From an optimization exercise on the open Yosys and OpenROAD flow, aimed at a short achievable clock period and few clock cycles; shortcuts taken in it are not production practice. The RTL was checked by simulation tests, not by an equivalence proof against the original design.

== orange ==
## rat_6_arch
module rat_6_arch(
    input [7:0]IN_PORT,
    input CLK,
    output IO_STRB,
    input RESET,
    output [7:0]PORT_ID,
    output [7:0]OUT_PORT,
    output [9:0]PROG_ADDR,
    input [17:0]PROG_IR
    );
Size: ~1400 cells after synthesis, roughly 0.017 mm² of cells after synthesis.
==> module rat_brsel, before the edit <==
module rat_brsel (
    input              reset,
    input              dv,
    input  [4:0]       hi,
    input  [1:0]       lo,
    input              C, Z,
    input              ldc, ldz, clc, sec,
    input              arith, sub, co, x8o, zl,
    input              cin1, cinc, cinn,        
    input  [9:0]       tgt,
    input  [9:0]       inc,
    output [9:0]       pc_nx,
    output             dv_nx,
    output             c_nx,
    output             z_nx,
    output             cin_nx
    );
    logic       c1, c0, z1, z0, tc1, tc0, tz1, tz0, tz, k1, k0, d1, d0;
    logic [9:0] tgt_r, inc_r;
    logic       br_n, br_eq, br_ne, br_cs, br_cc;
    always_comb begin
        br_n   = (hi == 5'b00100) & (lo == 2'b00);
        br_eq  = (hi == 5'b00100) & (lo == 2'b10);
        br_ne  = (hi == 5'b00100) & (lo == 2'b11);
        br_cs  = (hi == 5'b00101) & (lo == 2'b00);
        br_cc  = (hi == 5'b00101) & (lo == 2'b01);
        c1 = ~clc & (sec | (ldc ? (arith ? ~sub : x8o) : C));
        c0 = ~clc & (sec | (ldc ? (arith ?  sub : x8o) : C));
        z1 = ldz | Z;
        z0 = ~ldz & Z;
        tc1 = dv & ((br_cs & c1) | (br_cc & ~c1));
        tc0 = dv & ((br_cs & c0) | (br_cc & ~c0));
        tz1 = dv & (br_n | (br_eq & z1) | (br_ne & ~z1));
        tz0 = dv & (br_n | (br_eq & z0) | (br_ne & ~z0));
        k1 = cin1 | (cinc & c1) | (cinn & ~c1);
        k0 = cin1 | (cinc & c0) | (cinn & ~c0);
        d1 = ~reset & ~tc1;
        d0 = ~reset & ~tc0;
        tgt_r = reset ? 10'd0 : tgt;
        inc_r = reset ? 10'd0 : inc;
    end
    rat_mux #(1)  mc (.s(co), .d1(c1), .d0(c0), .q(c_nx));
    rat_mux #(1)  mz (.s(zl), .d1(z1), .d0(z0), .q(z_nx));
    rat_mux #(1)  mk (.s(co), .d1(k1), .d0(k0), .q(cin_nx));
    for (genvar i = 0; i < 10; i++) begin : pb
        rat_pcb b (.co(co), .zl(zl), .tc1(tc1), .tc0(tc0), .tz1(tz1), .tz0(tz0),
                   .t(tgt_r[i]), .n(inc_r[i]), .q(pc_nx[i]));
    end
    rat_pcb bd (.co(co), .zl(zl), .tc1(tc1), .tc0(tc0), .tz1(tz1), .tz0(tz0),
                .t(1'b0), .n(~reset), .q(dv_nx));
endmodule
clock: 6.0 ns
lec_check: 0
abc_clock_period_in_ps: 1500
cap_margin: 20
core_margin: 2
core_utilization: 40
setup_slack_margin: 4
slew_margin: 20
synth_hierarchical: 1
synth_minimum_keep_size: 0
run.sh (not shown) runs the stock make flow with config.mk's settings and CLKGATE_MAP_FILE= SYNTH_SCRIPT=/design/flow/synth_recipe.tcl, a recipe that flattens the netlist after the stock synthesis.
orange: done, clean on timing, DRC and antenna
Testbench counts of orange, summed over its fixed seeds: cycles 11,731.
The following lists how blue was set up differently from orange:
--- a/flow/design.v
+++ b/flow/design.v
@@ -282,21 +282,13 @@
     );
     logic       c1, c0, z1, z0, tc1, tc0, tz1, tz0, tz, k1, k0, d1, d0;
     logic [9:0] tgt_r, inc_r;
-    logic       br_n, br_eq, br_ne, br_cs, br_cc;
+    rat_tk tk (.dv(dv), .hi(hi), .lo(lo), .c1(c1), .c0(c0), .z1(z1), .z0(z0),
+               .tc1(tc1), .tc0(tc0), .tz1(tz1), .tz0(tz0));
     always_comb begin
-        br_n   = (hi == 5'b00100) & (lo == 2'b00);
-        br_eq  = (hi == 5'b00100) & (lo == 2'b10);
-        br_ne  = (hi == 5'b00100) & (lo == 2'b11);
-        br_cs  = (hi == 5'b00101) & (lo == 2'b00);
-        br_cc  = (hi == 5'b00101) & (lo == 2'b01);
         c1 = ~clc & (sec | (ldc ? (arith ? ~sub : x8o) : C));
         c0 = ~clc & (sec | (ldc ? (arith ?  sub : x8o) : C));
         z1 = ldz | Z;
         z0 = ~ldz & Z;
-        tc1 = dv & ((br_cs & c1) | (br_cc & ~c1));
-        tc0 = dv & ((br_cs & c0) | (br_cc & ~c0));
-        tz1 = dv & (br_n | (br_eq & z1) | (br_ne & ~z1));
-        tz0 = dv & (br_n | (br_eq & z0) | (br_ne & ~z0));
         k1 = cin1 | (cinc & c1) | (cinn & ~c1);
         k0 = cin1 | (cinc & c0) | (cinn & ~c0);
         d1 = ~reset & ~tc1;
@@ -324,6 +316,26 @@
                  | ((hi == 5'b00001) & (lo[1] == 1'b1))           
                  | ((hi == 5'b00010) & (lo == 2'b00));            
 endmodule
+module rat_tk (
+    input        dv,
+    input  [4:0] hi,
+    input  [1:0] lo,
+    input        c1, c0, z1, z0,
+    output logic tc1, tc0, tz1, tz0
+    );
+    logic br_n, br_eq, br_ne, br_cs, br_cc;
+    always_comb begin
+        br_n   = (hi == 5'b00100) & (lo == 2'b00);
+        br_eq  = (hi == 5'b00100) & (lo == 2'b10);
+        br_ne  = (hi == 5'b00100) & (lo == 2'b11);
+        br_cs  = (hi == 5'b00101) & (lo == 2'b00);
+        br_cc  = (hi == 5'b00101) & (lo == 2'b01);
+        tc1 = dv & ((br_cs & c1) | (br_cc & ~c1));
+        tc0 = dv & ((br_cs & c0) | (br_cc & ~c0));
+        tz1 = dv & (br_n | (br_eq & z1) | (br_ne & ~z1));
+        tz0 = dv & (br_n | (br_eq & z0) | (br_ne & ~z0));
+    end
+endmodule
 module rat_pcb (
     input  co, zl, tc1, tc0, tz1, tz0, t, n,
     output q
### Flow results
Delta (blue minus orange): required arrival time at the worst endpoint fell by 0.03 ns; overall global routing resource usage fell by 1.8 points; share of cells above drive strength 1 fell by 2.5 points; critical path depth fell by 3. Vias: blue fewer than orange. The chip height was comparable across blue and orange. Taking orange as the reference, in blue cell area dropped about 2.8%; total met3 wirelength after detailed routing went down by 16%. Comparing blue and orange, the lower share of the clock period used by the worst path after layout is on blue. Across blue and orange, the outcome is the same: a clean finish for every run. Relative to orange, the worst setup slack of blue is higher by 0.036 ns. Post-detailed-route wirelength per cell of blue falls short of that of orange by a few percent.
Testbench counts of blue, summed over its fixed seeds: cycles 11,731.

[re-timing with driven ports]
No port has a modelled driver above. Below, the same layouts with a new extraction and two added sets of constraints. Step 1 assumes that a clkbuf_16 drives the clock port and a buf_2 every other input. Step 2 adds t to the input delays and takes it off the output delays; t is the mean of the earliest and latest rising clock arrival at the registers after step 1. Input paths then give back, and output paths get back, about the clock's delay inside the block. a / b / c = ideal ports / drivers / drivers and shift; a / b = the first two.
run	t (ns)	slack for setup (ns)	worst hold slack (ns)	worst setup path at the end	worst slew at a driven data input, ns
orange	0.624	3.494 / 3.487 / 2.863	0.448 / 0.448 / 0.448	input to register	0.10
blue	0.620	3.530 / 3.510 / 2.890	0.422 / 0.422 / 0.422	input to register	0.24
After both steps setup and hold are still met in every run listed. The setup slack of blue, which loses most, moves by -0.020 ns with the drivers and by -0.640 ns with both steps.
